Source: an optimization exercise on an open RTL-to-GDS flow (aim: small area). Production flows keep margins and buffers that such runs may drop.
Only simulation tests tie the RTL to the original design; equivalence was not proved.
No driver is modelled on the clock port, so clock power and skew are understated where the tree is cut down; a real chip needs a root buffer or a tree.
No activity file was given, so power comes from the tool's default toggle rates.

Setup of v6:
Design VM, start of the top module:
module VM(one_yuan, ten_yuan, clk, rst, cancel, buy_g1, buy_g2, on, occupy, get_good, ret_coin, good1, good2, AN, seg_out, status, reset);
Settings: LEC_CHECK=0, ABC_AREA=1, CAP_MARGIN=20, CORE_MARGIN=2, CORE_UTILIZATION=60, SLEW_MARGIN=20; clock period 10.0 ns.
standard.sh (not shown) runs the stock make flow with config.mk's settings and CLKGATE_MAP_FILE= SYNTH_SCRIPT=/design/flow/synth_recipe.tcl, a recipe that flattens the netlist after the stock synthesis.
==> flow/flow/run.sh <==
#!/bin/bash
# Layout flow: the standard synthesis, then the combinational logic between
# the registers is mapped again by ABC for area (registers, their names and cell
# types are untouched), then the standard ORFS layout with the smallest port
# buffers and a clock tree of one level of buffers (flow/cts_pre.tcl).
set -euo pipefail
W=$(pwd)
R=$W/orfs/results/$FLOW_PLATFORM/VM/base
L=$W/orfs/logs/$FLOW_PLATFORM/VM/base
LIB=$FLOW_HOME/platforms/sky130hd/lib/sky130_fd_sc_hd__tt_025C_1v80.lib

# 1. standard synthesis
bash standard.sh synth > $W/log_1_synth.log 2>&1

# 2. remap the combinational logic
cp $R/1_2_yosys.v $W/std_synth.v
python3 $W/flow/mkcells.py $LIB $W/std_synth.v $W/cells.v
DONTUSE=$(grep -o -- '-dont_use [A-Za-z0-9_]*' $L/1_2_yosys.log | sort -u | tr '\n' ' ')
cat > $W/resynth.ys <<EOT
read_verilog $W/cells.v
read_verilog $W/std_synth.v
hierarchy -top $FLOW_TOP
flatten
hierarchy -top $FLOW_TOP
rename -hide w:*.*
techmap
opt -fast
opt_clean -purge
stat -liberty $LIB
abc -liberty $LIB $DONTUSE -script $W/flow/abc.script
splitnets
opt_clean -purge
hilomap -singleton -hicell sky130_fd_sc_hd__conb_1 HI -locell sky130_fd_sc_hd__conb_1 LO
insbuf -buf sky130_fd_sc_hd__buf_4 A X
stat -liberty $LIB
check
write_verilog -noattr -noexpr -nohex -nodec $W/resynth.v
EOT
yosys -l $W/log_2_resynth.log $W/resynth.ys > /dev/null 2>&1
cp $W/resynth.v $R/1_2_yosys.v
rm -f $R/1_synth.odb $R/1_synth.sdc
touch $R/1_2_yosys.v

# 3. layout
export FLOW_CLOCK_BUFFER=sky130_fd_sc_hd__clkbuf_16
export FLOW_CLOCK_GROUPS=2
bash standard.sh \
  "BUFFER_PORTS_ARGS=-buffer_cell sky130_fd_sc_hd__buf_1" \
  "PRE_CTS_TCL=$W/flow/cts_pre.tcl" \
  finish > $W/log_3_layout.log 2>&1
Other scripts of this flow, unchanged in this note and not shown: flow/flow/abc.script, flow/flow/cts_pre.tcl, flow/flow/mkcells.py
#### Input delta (v7 over v6)
-- flow/design.v --
<<< v6, line 92
  endcase
end
always @(posedge clk)
  cnt <= (in_w && !done) ? cnt_step : {4'b0111, buy1, 3'b111, in_s0 & (op_start | (amt != 0))};
always @(posedge clk) begin
  if (reset) begin
>>> v7, line 92
  endcase
end
always @(posedge clk) begin
  if (reset) begin
<<< v6, line 101
    s2 <= 3'd5;
    jam <= 1'b0;
    good1 <= 1'b0;
    good2 <= 1'b0;
>>> v7, line 99
    s2 <= 3'd5;
    jam <= 1'b0;
    cnt <= 9'd238;
    good1 <= 1'b0;
    good2 <= 1'b0;
<<< v6, line 109
    s2 <= s2 - buy2;
    if ((buy1 || buy2) && cancel) jam <= 1'b1;
    if (in_s2 || in_s4) good1 <= 1'b1;
    else if (in_w && !v && !done) good1 <= ok1;
>>> v7, line 108
    s2 <= s2 - buy2;
    if ((buy1 || buy2) && cancel) jam <= 1'b1;
    cnt <= (in_w && !done) ? cnt_step : {4'b0111, buy1, 3'b111, in_s0 & (op_start | (amt != 0))};
    if (in_s2 || in_s4) good1 <= 1'b1;
    else if (in_w && !v && !done) good1 <= ok1;
<<< v6, line 141
reg [4:0] d;
reg [4:0] code;
always @(posedge clk)
  cq <= code;
always @(posedge clk) begin
  if (reset) begin
>>> v7, line 141
reg [4:0] d;
reg [4:0] code;
always @(posedge clk) begin
  if (reset) begin
<<< v6, line 148
    sp <= 3'd7;
    dq <= 3'b111;
  end else begin
    div <= {div[5:0], ~(div[6] ^ div[0]) ^ div_jump};
    if (div_jump) sp <= sp + 3'd1;
    dq <= {d[4], d[2], d[0]};
  end
end
>>> v7, line 146
    sp <= 3'd7;
    dq <= 3'b111;
    cq <= 5'b11111;
  end else begin
    div <= {div[5:0], ~(div[6] ^ div[0]) ^ div_jump};
    if (div_jump) sp <= sp + 3'd1;
    dq <= {d[4], d[2], d[0]};
    cq <= code;
  end
end
## What came out
v6 completed end to end with timing, DRC and antenna clean. v7 completed end to end with timing, DRC and antenna clean. Switching portion of total power: v7 higher than v6. Power: v7 draws more than v6. Routed length on met2 of v7 exceeds that of v6 by a little under 10%. Changes observed in v7 relative to v6: global-route total usage across every layer went up; detailed-route wire length on metal 1 went up by about 8%. The lower switching power of the nets came out of v6.
In every run of this note, the design's own scripts or RTL, not TritonCTS, make the clock network.

* * *

VM, a different RTL version from the one above (not shown whole).
Size in the first run: ~320 cells after synthesis.
Settings: LEC_CHECK=0, ABC_AREA=1, CAP_MARGIN=20, CORE_MARGIN=2, CORE_UTILIZATION=60, SLEW_MARGIN=20; clock period 10.0 ns.
Scripts as last shown in full above: flow/flow/run.sh
Other scripts of this flow, unchanged in this note and not shown: flow/flow/abc.script, flow/flow/cts_pre.tcl, flow/flow/mkcells.py
Then changed:
--- a/flow/design.v
+++ b/flow/design.v
@@ -13,17 +13,16 @@
 output ret_coin;
 output reg good1;
 output reg good2;
 output reg [7:0] AN;
 output reg [7:0] seg_out;
 output [3:0] status;
 localparam S_off=4'd0, S0=4'd1, S1=4'd2, S2=4'd3, S3=4'd4, S4=4'd5, S5=4'd6, S6=4'd7, S_wait=4'd8;
-reg [3:0] q;
-wire [3:0] st = {q[3] & ~q[1] & ~q[0], q[2] & (~q[3] | q[1]), q[1], q[0] & ~(q[3] & q[2] & ~q[1])};
-wire v = q[3] & (q[2:0] != 3'b000);
+reg [3:0] st;
+reg v;
 reg [2:0] s1, s2;         
 reg jam;                  
 reg [8:0] cnt;
 wire op_start = cnt[0];
 wire ptype = cnt[4];
 reg [6:0] amt_q;
 wire [7:0] amt = {amt_q[6] | amt_q[5], amt_q};
@@ -105,25 +104,24 @@
     default: begin nst = S_wait; nv = 1'b1; end
   endcase
 end
 always @(posedge clk)
   cnt <= (in_w && !done) ? cnt_step : {4'b0111, buy1, 3'b111, in_s0 & (op_start | (amt != 0))};
 always @(posedge clk) begin
   if (reset) begin
-    q <= 4'b0000;
+    st <= S_off;
+    v <= 1'b0;
     s1 <= 3'd5;
     s2 <= 3'd5;
     jam <= 1'b0;
     good1 <= 1'b0;
     good2 <= 1'b0;
   end else begin
-    if (nst == S_wait) q <= {1'b1, nv, 2'b00};
-    else if (nst == S_off) q <= {nv, nv, 1'b0, nv};
-    else if (nst == S2 || nst == S3 || nst == S4) q <= nst;
-    else q <= {nv, nst[2:0]};
+    st <= nst;
+    v <= nv;
     s1 <= s1 - buy1;
     s2 <= s2 - buy2;
     if (buy_cancel) jam <= 1'b1;
     good1 <= in_s2 | in_s4 | (in_s5 & good1) | (in_w & ~v & (done ? good1 : ok1));
     good2 <= in_s3 | in_s4 | (in_s5 & good2) | (in_w & ~v & (done ? good2 : ok2));
   end
 end
Global-route usage stays flat.
Setup slack improved by 0.42 ns.
Die area fell slightly.
Register-to-register slack improved by 0.81 ns.
Utilization rose by 0.21 points.
Area after synthesis fell slightly.
Final area fell slightly.
Via count barely changes.
Final cell count fell by a few percent.
Power rose by a few percent.
Synthesized cell count fell by a few percent.
Combinational power rose by roughly a tenth.
Wire length barely changes.
Fmax rose by a few percent.
In every run of this note, the design's own scripts or RTL, not TritonCTS, make the clock network.

port drivers added, routing unchanged:
No port has a modelled driver above. Below, the same layouts with a new extraction and two added sets of constraints.
Step 1 assumes that a clkbuf_16 drives the clock port and a buf_2 every other input.
Step 2, shift: input delay + t, output delay - t, t = (earliest + latest rising clock arrival at the registers) / 2. This alone moves slack from input paths to output paths.
a / b / c = ideal ports / drivers / drivers and shift; a / b = the first two.
| run | t (ns) | setup WS [ns] | worst slew at a driven data input, ns |
|---|---|---|---|
| v6 | 0.202 | 2.815 / 2.793 / 2.793 | 0.03 |
| v7 | 0.204 | 3.057 / 3.033 / 3.033 | 0.03 |
| the first run of note 2 | 0.198 | 3.391 / 3.343 / 3.540 | 0.03 |
| the second run of note 2 | 0.197 | 3.814 / 3.767 / 3.900 | 0.03 |
After both steps setup and hold are still met in every run listed. For v7, which loses most, drivers alone change the setup slack by -0.024 ns; drivers and shift together by -0.024 ns.
